What follows belongs to an exercise in optimizing a design on an open flow for small area and a short achievable clock period; a production flow would make more cautious choices. RTL that was checked went through simulation tests only; none was proved equivalent to the original.

==> willow: inputs <==
// ROTATING_VECTORING
module ROTATING_VECTORING(clk,xi,yi,xf,yf);
 input clk;
 input [15:0] xi,yi;
 output [15:0] xf,yf;
  reg [15:0] a0, b0, d0;    
  reg        n0;            
  wire [15:0] a0n, b0n, d0n;
  addc0 u_b0(.a(xi), .b(yi), .ci(1'b0), .s(b0n));
  sub01 u_a0(.a(xi), .b(yi), .s0(d0n), .s1(a0n));
  always @(posedge clk) begin
    a0 <= a0n; b0 <= b0n; d0 <= d0n; n0 <= yi[15];
  end
  wire [15:0] c0 = ~d0;     
  wire [15:0] vx0 = n0 ? a0 : b0;
  wire [15:0] vy0 = n0 ? b0 : c0;
  reg [15:0] vx1r, vy1r;
  wire [15:0] vx1n_op = {{1{vy0[15]}}, vy0[15:1]} ^ {16{~(~vy0[15])}};
  wire [15:0] vy1n_op = {{1{vx0[15]}}, vx0[15:1]} ^ {16{~vy0[15]}};
  wire vx1n_ci = (vy0[15] & (|vy0[0:0])) ^ ~(~vy0[15]);
  wire vy1n_ci = (vx0[15] & (|vx0[0:0])) ^ (~vy0[15]);
  wire [15:0] vx1n_a = vx0;
  wire [15:0] vx1n_b = vx1n_op;
  wire [16:0] vx1n_g0 = {vx1n_a & vx1n_b, vx1n_ci};
  wire [16:0] vx1n_p0 = {vx1n_a ^ vx1n_b, 1'b0};
  wire [16:0] vx1n_g1, vx1n_p1;
  assign vx1n_g1[0] = vx1n_g0[0];
  assign vx1n_p1[0] = vx1n_p0[0];
  assign vx1n_g1[1] = vx1n_g0[1] | (vx1n_p0[1] & vx1n_g0[0]);
  ...
clock: 12.0 ns
lec_check: 0
cap_margin: 20
core_margin: 2
core_utilization: 40
place_density: 0.75
slew_margin: 20
synth_hierarchical: 1
standard.sh (not shown) runs the stock make flow with config.mk's settings and CLKGATE_MAP_FILE= SYNTH_SCRIPT=/design/flow/synth_recipe.tcl, a recipe that flattens the netlist after the stock synthesis.
==> flow/flow/run.sh <==
#!/bin/bash
# Own layout flow: the standard ORFS flow, with timing repair aimed at a
# slack margin below the clock period and stronger port buffers.
set -euo pipefail
export SETUP_SLACK_MARGIN=8.6
export BUFFER_PORTS_ARGS="-buffer_cell sky130_fd_sc_hd__buf_2"
export CTS_ARGS="-sink_clustering_enable -repair_clock_nets -dont_use_dummy_load -root_buf sky130_fd_sc_hd__clkbuf_16 -sink_clustering_size 12 -sink_clustering_max_diameter 50 -buf_list {sky130_fd_sc_hd__clkbuf_4 sky130_fd_sc_hd__clkbuf_8}"
bash standard.sh > standard_flow.log 2>&1
==> sierra: changes against willow <==
--- a/flow/flow/run.sh
+++ b/flow/flow/run.sh
@@ -1,6 +1,10 @@
 #!/bin/bash
-# Own layout flow: the standard ORFS flow, with timing repair aimed at a
-# slack margin below the clock period and stronger port buffers.
+# Own layout flow: the standard ORFS flow (standard.sh, unchanged synthesis),
+# with these changes to how the layout is made:
+#  - every port still gets a buffer, a buf_2 instead of the default delay buffer;
+#  - clock tree: no dummy loads, clusters of up to 12 flip-flops, a clkbuf_16 root
+#    and clkbuf_4/8 elsewhere (one balanced tree for all registers).
+# The make output goes to standard_flow.log, each tool's log to orfs/logs/.
 set -euo pipefail
 export SETUP_SLACK_MARGIN=8.6
 export BUFFER_PORTS_ARGS="-buffer_cell sky130_fd_sc_hd__buf_2"
Settings changed: CORE_UTILIZATION 40 to 50.
==> pepper: changes against willow <==
==> flow/flow/run.sh (replaced) <==
#!/bin/bash
# Own layout flow: the standard ORFS flow, with timing repair aimed at a
# slack margin below the clock period and stronger port buffers.
set -euo pipefail
export SETUP_SLACK_MARGIN=8.8
export BUFFER_PORTS_ARGS="-buffer_cell sky130_fd_sc_hd__buf_2"
export CTS_ARGS="-sink_clustering_enable -repair_clock_nets -dont_use_dummy_load -sink_clustering_size 12 -sink_clustering_max_diameter 50 -buf_list {sky130_fd_sc_hd__clkbuf_4 sky130_fd_sc_hd__clkbuf_8}"
bash standard.sh > standard_flow.log 2>&1
Settings changed: PLACE_DENSITY 0.75 to default.
==> summary.txt <==
metric	sierra	willow	pepper
Outcome	timing/DRC/antenna clean	timing/DRC/antenna clean	timing/DRC/antenna clean
Via count of the first global-routing pass	24.6k	25.2k	25.0k
Sequential standard cell area	9880 sq um	9880 sq um	9900 sq um
Slowest library cell on the worst path	dfxtp_1	dfxtp_2	dfxtp_2
Highest cell delay on the worst timing path	0.31 ns	0.33 ns	0.32 ns
Global-route track usage on met2	33.8%	27.0%	28.6%
Placed instance count	4728	4951	4955
RR Endpoint	ry7r[15]	cw[7]	rx7r[8]
Flop-to-flop setup slack	8.76 ns	8.65 ns	8.81 ns
Post-Place Worst Slack	7.73 ns	7.77 ns	7.83 ns
Arrival time worst endpoint	0.98 ns	1.00 ns	1.08 ns
Number of buffers inserted by post-CTS setup repair	4	5	30
Portion of the clock cycle consumed by the worst path in the final layout	28.2%	28.3%	29.0%
Number of cells traversed by the worst register-to-register path	12	12	11
Total number of vias	25.2k	25.4k	25.2k
Origin of the worst setup path	ry7r[4]	ry7r[8]	ry7r[12]
Post-CTS Resized	32	45	114

========
==> inputs of run a <==
Another version of the RTL of ROTATING_VECTORING (not shown whole).
Settings: LEC_CHECK=0, CAP_MARGIN=20, CORE_MARGIN=2, CORE_UTILIZATION=40, SLEW_MARGIN=20, SYNTH_HIERARCHICAL=1; clock period 12.0 ns.
==> flow/flow/run.sh <==
#!/bin/bash
# Own layout flow: the standard ORFS flow, with timing repair aimed at a
# slack margin below the clock period and stronger port buffers.
set -euo pipefail
export SETUP_SLACK_MARGIN=8.4
export BUFFER_PORTS_ARGS="-buffer_cell sky130_fd_sc_hd__buf_2"
export CTS_ARGS="-sink_clustering_enable -repair_clock_nets -dont_use_dummy_load -buf_list {sky130_fd_sc_hd__clkbuf_4 sky130_fd_sc_hd__clkbuf_8}"
bash standard.sh > standard_flow.log 2>&1
==> inputs of run b, as changes to run a <==
==> flow/flow/run.sh (replaced) <==
#!/bin/bash
# Own layout flow: the standard ORFS flow, with timing repair aimed at a
# slack margin below the clock period and stronger port buffers.
set -euo pipefail
export SETUP_SLACK_MARGIN=8.6
export BUFFER_PORTS_ARGS="-buffer_cell sky130_fd_sc_hd__buf_2"
export CTS_ARGS="-sink_clustering_enable -repair_clock_nets -dont_use_dummy_load -buf_list {sky130_fd_sc_hd__clkbuf_4 sky130_fd_sc_hd__clkbuf_8}"
bash standard.sh > standard_flow.log 2>&1
==> flow_metrics.tcl <==
set metrics [dict create \
    dpl_worst_slack_ps 7710 \
    rrSetupSlack_ps 8560 \
    instances_no_fill 4957 \
    min_to "vd2_1$_DFF_P_" \
    status "timing/DRC/antenna clean" \
    post-dp-hpwl_mm 56.0 \
    crit_chain "buf_2" \
    finalCriticalPeriod_ps 3500 \
    wl_mm 69.7 \
]
Source of the figures above: run a

==> flow_metrics.tcl <==
set metrics [dict create \
    synthSimpleGateAreaFrac_pct 9.63 \
    dpl_worst_slack_ps 7740 \
    drt_iter0_drc 866 \
    instances_no_fill 4984 \
    status "timing/DRC/antenna clean" \
    rrSetupSlack_ps 8720 \
    finalCriticalPeriod_ps 3480 \
    min_to "vd3_1$_DFF_P_" \
]
Source of the figures above: run b


========
==> inputs of 04-04 <==
ROTATING_VECTORING, a different RTL version from the one above (not shown whole).
Settings: LEC_CHECK=0, CAP_MARGIN=20, CORE_MARGIN=2, CORE_UTILIZATION=40, SLEW_MARGIN=20; clock period 12.0 ns.
==> flow/flow/run.sh <==
#!/bin/bash
# Own layout flow: the standard ORFS flow, with timing repair aimed at a
# slack margin below the clock period and stronger port buffers.
set -euo pipefail
export SETUP_SLACK_MARGIN=9.2
export BUFFER_PORTS_ARGS="-buffer_cell sky130_fd_sc_hd__buf_2"
bash standard.sh > standard_flow.log 2>&1
==> 06-26: changes against 04-04 <==
==> flow/run.sh (new file) <==
#!/bin/bash
# synth_recipe.tcl (not shown) runs the flow's synth.tcl, then flattens the netlist and writes it again
# the make line also repeats each setting of config.mk as NAME=value (left out here)
make -C /OpenROAD-flow-scripts/flow DESIGN_CONFIG=/design/flow/config.mk WORK_HOME=/design/flow/orfs CLKGATE_MAP_FILE= SYNTH_SCRIPT=/design/flow/synth_recipe.tcl finish
removed: flow/flow/run.sh
removed: flow/standard.sh
==> 01-24: changes against 04-04 <==
--- a/flow/flow/run.sh
+++ b/flow/flow/run.sh
@@ -4,3 +4,3 @@
 set -euo pipefail
-export SETUP_SLACK_MARGIN=9.2
+export SETUP_SLACK_MARGIN=8.0
 export BUFFER_PORTS_ARGS="-buffer_cell sky130_fd_sc_hd__buf_2"
==> out/results.ini <==
[status]
outcome = timing/DRC/antenna clean

[setup_path]
cp_data_arrival_time_ns = 4.26
slowest_delay_ns = 0.36
path_cells = buf_12, inv_12, ha_4, buf_6, nor2b_1, o21ai_1, a21o_1, a21bo_4, a31oi_4, or3_4, a31oi_2, xnor2_1
rr_startpoint = rx6r[2]
r2r-end = ry7r[15]

[finish]
multi_input_area_um2 = 25900
multi_input_area_share_pct = 57.6
n_all_buffers = 330

[grt]
grt_use_met3_pct = 1.85
grt_usage_pct = 16.5

[placement]
gp_congestion = 0.834

# the run above: 04-04

==> out/results.ini <==
[setup_path]
path_cells = clkdlybuf4s50_1, inv_1, ha_1, nor2b_1, o21bai_1, a21oi_1, o41ai_1, a211oi_1, o31ai_1, nand2_1, o311ai_1
rr_startpoint = n0
r2r-end = vy1r[15]

[status]
outcome = timing/DRC/antenna clean

[finish]
multi_input_area_um2 = 23200
n_all_buffers = 89

[placement]
gp_congestion = 0.834

# the run above: 06-26

==> out/results.ini <==
[setup_path]
slowest_delay_ns = 0.38
rr_startpoint = n0
r2r-end = vy1r[15]
cp_data_arrival_time_ns = 4.37

[finish]
n_all_buffers = 94

[status]
outcome = timing/DRC/antenna clean

[placement]
gp_congestion = 0.826

# the run above: 01-24


========
==> try-indigo <==
ROTATING_VECTORING, a different RTL version from the one above (not shown whole).
==> flow/design.v (excerpt) <==
module ROTATING_VECTORING(clk,xi,yi,xf,yf);
 input clk;
 input [15:0] xi,yi;
 output [15:0] xf,yf;
  reg [15:0] a0, b0, d0;    
  reg        n0;            
  wire [15:0] a0n, b0n, d0n;
  addc0 u_b0(.a(xi), .b(yi), .ci(1'b0), .s(b0n));
  sub01 u_a0(.a(xi), .b(yi), .s0(d0n), .s1(a0n));
  always @(posedge clk) begin
    a0 <= a0n; b0 <= b0n; d0 <= d0n; n0 <= yi[15];
  end
  wire [15:0] c0 = ~d0;     
  wire [15:0] vx0 = n0 ? a0 : b0;
  wire [15:0] vy0 = n0 ? b0 : c0;
  reg [15:0] vx1r, vy1r;
  wire [15:0] vx1n_op = {{1{vy0[15]}}, vy0[15:1]} ^ {16{~(~vy0[15])}};
  wire [15:0] vy1n_op = {{1{vx0[15]}}, vx0[15:1]} ^ {16{~vy0[15]}};
  wire vx1n_ci = (vy0[15] & (|vy0[0:0])) ^ ~(~vy0[15]);
  wire vy1n_ci = (vx0[15] & (|vx0[0:0])) ^ (~vy0[15]);
  wire [15:0] vx1n_a = vx0;
  wire [15:0] vx1n_b = vx1n_op;
  wire [16:0] vx1n_g0 = {vx1n_a & vx1n_b, vx1n_ci};
  wire [16:0] vx1n_p0 = {vx1n_a ^ vx1n_b, 1'b0};
  wire [16:0] vx1n_g1, vx1n_p1;
  assign vx1n_g1[0] = vx1n_g0[0];
  assign vx1n_p1[0] = vx1n_p0[0];
  assign vx1n_g1[1] = vx1n_g0[1] | (vx1n_p0[1] & vx1n_g0[0]);
  assign vx1n_p1[1] = vx1n_p0[1] & vx1n_p0[0];
  ...
Settings: LEC_CHECK=0, CAP_MARGIN=20, CORE_MARGIN=2, CORE_UTILIZATION=40, SLEW_MARGIN=20, SYNTH_HIERARCHICAL=1; clock period 12.0 ns.
==> flow/flow/run.sh <==
#!/bin/bash
# Own layout flow: the standard ORFS flow, with timing repair aimed at a
# slack margin below the clock period and stronger port buffers.
set -euo pipefail
export SETUP_SLACK_MARGIN=8.6
export BUFFER_PORTS_ARGS="-buffer_cell sky130_fd_sc_hd__buf_2"
export CTS_ARGS="-sink_clustering_enable -repair_clock_nets -dont_use_dummy_load -sink_clustering_size 12 -sink_clustering_max_diameter 50 -buf_list {sky130_fd_sc_hd__clkbuf_4 sky130_fd_sc_hd__clkbuf_8}"
bash standard.sh > standard_flow.log 2>&1
==> try-raven: changes against try-indigo <==
--- a/flow/design.v
+++ b/flow/design.v
@@ -1,19 +1,20 @@
 module ROTATING_VECTORING(clk,xi,yi,xf,yf);
  input clk;
  input [15:0] xi,yi;
  output [15:0] xf,yf;
-  reg [15:0] a0, b0, d0;    
+  reg [15:0] a0, b0, c0;    
   reg        n0;            
-  wire [15:0] a0n, b0n, d0n;
+  wire [15:0] a0n, b0n, c0n;
+  wire [15:0] d0n;
   addc0 u_b0(.a(xi), .b(yi), .ci(1'b0), .s(b0n));
-  sub01 u_a0(.a(xi), .b(yi), .s0(d0n), .s1(a0n));
+  add01 u_a0(.a(xi), .b(~yi), .s0(d0n), .s1(a0n));
+  assign c0n = ~d0n;
   always @(posedge clk) begin
-    a0 <= a0n; b0 <= b0n; d0 <= d0n; n0 <= yi[15];
+    a0 <= a0n; b0 <= b0n; c0 <= c0n; n0 <= yi[15];
   end
-  wire [15:0] c0 = ~d0;     
   wire [15:0] vx0 = n0 ? a0 : b0;
   wire [15:0] vy0 = n0 ? b0 : c0;
   reg [15:0] vx1r, vy1r;
   wire [15:0] vx1n_op = {{1{vy0[15]}}, vy0[15:1]} ^ {16{~(~vy0[15])}};
   wire [15:0] vy1n_op = {{1{vx0[15]}}, vx0[15:1]} ^ {16{~vy0[15]}};
   wire vx1n_ci = (vy0[15] & (|vy0[0:0])) ^ ~(~vy0[15]);
@@ -5494,16 +5495,16 @@
         end
       end
     end
   endgenerate
   assign s = a ^ b ^ g[5*17+15:5*17];
 endmodule
-module sub01(input [15:0] a, input [15:0] b, output [15:0] s0, output [15:0] s1);
+module add01(input [15:0] a, input [15:0] b, output [15:0] s0, output [15:0] s1);
   wire [5*16-1:0] g, p;
-  assign g[15:0] = a & ~b;
-  assign p[15:0] = ~(a ^ b);
+  assign g[15:0] = a & b;
+  assign p[15:0] = a ^ b;
   genvar i, l;
   generate
     for (l = 0; l < 4; l = l + 1) begin : lv
       for (i = 0; i < 16; i = i + 1) begin : nd
         if (i >= (1 << l)) begin : c
           assign g[(l+1)*16+i] = g[l*16+i] | (p[l*16+i] & g[l*16+i-(1<<l)]);
==> flow/flow/run.sh (replaced) <==
#!/bin/bash
# Own layout flow: the standard ORFS flow, with timing repair aimed at a
# slack margin below the clock period and stronger port buffers.
set -euo pipefail
export SETUP_SLACK_MARGIN=8.6
export BUFFER_PORTS_ARGS="-buffer_cell sky130_fd_sc_hd__buf_2"
export CTS_ARGS="-sink_clustering_enable -repair_clock_nets -dont_use_dummy_load -root_buf sky130_fd_sc_hd__clkbuf_16 -sink_clustering_size 12 -sink_clustering_max_diameter 50 -buf_list {sky130_fd_sc_hd__clkbuf_4 sky130_fd_sc_hd__clkbuf_8}"
bash standard.sh > standard_flow.log 2>&1
==> try-cedar: changes against try-indigo <==
--- a/flow/design.v
+++ b/flow/design.v
@@ -1,19 +1,20 @@
 module ROTATING_VECTORING(clk,xi,yi,xf,yf);
  input clk;
  input [15:0] xi,yi;
  output [15:0] xf,yf;
-  reg [15:0] a0, b0, d0;    
+  reg [15:0] a0, b0, c0;    
   reg        n0;            
-  wire [15:0] a0n, b0n, d0n;
+  wire [15:0] a0n, b0n, c0n;
+  wire [15:0] d0n;
   addc0 u_b0(.a(xi), .b(yi), .ci(1'b0), .s(b0n));
-  sub01 u_a0(.a(xi), .b(yi), .s0(d0n), .s1(a0n));
+  add01 u_a0(.a(xi), .b(~yi), .s0(d0n), .s1(a0n));
+  assign c0n = ~d0n;
   always @(posedge clk) begin
-    a0 <= a0n; b0 <= b0n; d0 <= d0n; n0 <= yi[15];
+    a0 <= a0n; b0 <= b0n; c0 <= c0n; n0 <= yi[15];
   end
-  wire [15:0] c0 = ~d0;     
   wire [15:0] vx0 = n0 ? a0 : b0;
   wire [15:0] vy0 = n0 ? b0 : c0;
   reg [15:0] vx1r, vy1r;
   wire [15:0] vx1n_op = {{1{vy0[15]}}, vy0[15:1]} ^ {16{~(~vy0[15])}};
   wire [15:0] vy1n_op = {{1{vx0[15]}}, vx0[15:1]} ^ {16{~vy0[15]}};
   wire vx1n_ci = (vy0[15] & (|vy0[0:0])) ^ ~(~vy0[15]);
@@ -5494,16 +5495,16 @@
         end
       end
     end
   endgenerate
   assign s = a ^ b ^ g[5*17+15:5*17];
 endmodule
-module sub01(input [15:0] a, input [15:0] b, output [15:0] s0, output [15:0] s1);
+module add01(input [15:0] a, input [15:0] b, output [15:0] s0, output [15:0] s1);
   wire [5*16-1:0] g, p;
-  assign g[15:0] = a & ~b;
-  assign p[15:0] = ~(a ^ b);
+  assign g[15:0] = a & b;
+  assign p[15:0] = a ^ b;
   genvar i, l;
   generate
     for (l = 0; l < 4; l = l + 1) begin : lv
       for (i = 0; i < 16; i = i + 1) begin : nd
         if (i >= (1 << l)) begin : c
           assign g[(l+1)*16+i] = g[l*16+i] | (p[l*16+i] & g[l*16+i-(1<<l)]);
==> flow/flow/run.sh (replaced) <==
#!/bin/bash
# Own layout flow: the standard ORFS flow, with timing repair aimed at a
# slack margin below the clock period and stronger port buffers.
set -euo pipefail
export SETUP_SLACK_MARGIN=8.6
export BUFFER_PORTS_ARGS="-buffer_cell sky130_fd_sc_hd__buf_2"
export CTS_ARGS="-sink_clustering_enable -repair_clock_nets -dont_use_dummy_load -buf_list {sky130_fd_sc_hd__clkbuf_4 sky130_fd_sc_hd__clkbuf_8}"
bash standard.sh > standard_flow.log 2>&1
- CORE_UTILIZATION: 40 -> 50
==> qor summary <==
| metric | try-indigo | try-cedar | try-raven |
|---|---|---|---|
| Number of diodes added for antenna fixing | 2 | 1 | 0 |
| Total clock buffers created by CTS | 67 | 87 | 68 |
| Adder-cell area share of the yosys netlist | 0.222 | 0.223 | 0.223 |
| Total via count in the routed design | 24.3k | 24.1k | 24.2k |
| Result of the run | complete, no violations | complete, no violations | complete, no violations |
| Path depth of the worst reg2reg path | 12 | 12 | 13 |
| Non-Clock Inverter Count | 380 | 382 | 382 |
| RR Startpoint | n0 | rx6r[6] | rx6r[5] |
| Antenna violations before repair | 1 | 1 | 0 |
| Largest net degree at the start of global routing | 37 | 39 | 39 |
| Crit path launch type | flip-flop | flip-flop | primary input |
| HPWL Detailed | 57200 microns | 55700 microns | 56000 microns |
| Largest fanout on the critical path | 1 | 1 | 3 |
Function not checked in try-indigo: the RTL went through the layout flow alone.

## port drivers added, routing unchanged
The results above use ideal ports. As a check the final layouts listed here were re-extracted and re-timed, cells and wires unchanged. Step 1 assumes that a clkbuf_16 drives the clock port and a buf_2 every other input. Step 2 times the ports against the registers' clock, not the clock port: input delays grow and output delays shrink by t, the midpoint of the rising clock arrivals with the driver on. Three values: ideal, step 1, step 2; two values: the first two.
| run | t (ns) | slack for setup (ns) | hold WS [ns] | worst setup path at the end | worst data-port slew with drivers (ns) |
|---|---|---|---|---|---|
| willow | 0.609 | 8.600 / 8.540 / 8.031 | 0.328 / 0.328 / 0.328 | input to register | 0.06 |
| sierra | 0.596 | 8.621 / 8.562 / 8.072 | 0.300 / 0.300 / 0.300 | input to register | 0.06 |
| pepper | 0.684 | 8.522 / 8.462 / 8.006 | 0.329 / 0.329 / 0.329 | input to register | 0.06 |
| run a | 0.714 | 8.501 / 8.438 / 7.828 | 0.317 / 0.317 / 0.317 | input to register | 0.04 |
| run b | 0.715 | 8.518 / 8.455 / 7.905 | 0.327 / 0.327 / 0.327 | input to register | 0.04 |
| 04-04 | 0.674 | 8.227 / 8.218 / 7.543 | 0.328 / 0.328 / 0.328 | input to register | 0.08 |
| 06-26 | 0.672 | 7.014 / 7.025 / 6.353 | 0.327 / 0.327 / 0.327 | input to register | 0.05 |
| 01-24 | 0.674 | 8.123 / 8.145 / 7.471 | 0.328 / 0.328 / 0.328 | input to register | 0.05 |
| try-indigo | 0.682 | 8.502 / 8.445 / 7.954 | 0.328 / 0.328 / 0.328 | input to register | 0.07 |
| try-raven | 0.616 | 8.483 / 8.503 / 7.887 | 0.304 / 0.304 / 0.304 | input to register | 0.06 |
| try-cedar | 0.697 | 8.509 / 8.455 / 7.859 | 0.320 / 0.320 / 0.320 | input to register | 0.06 |
After both steps setup and hold are still met in every run listed. For 04-04, which loses most, drivers alone change the setup slack by -0.009 ns; drivers and shift together by -0.684 ns.
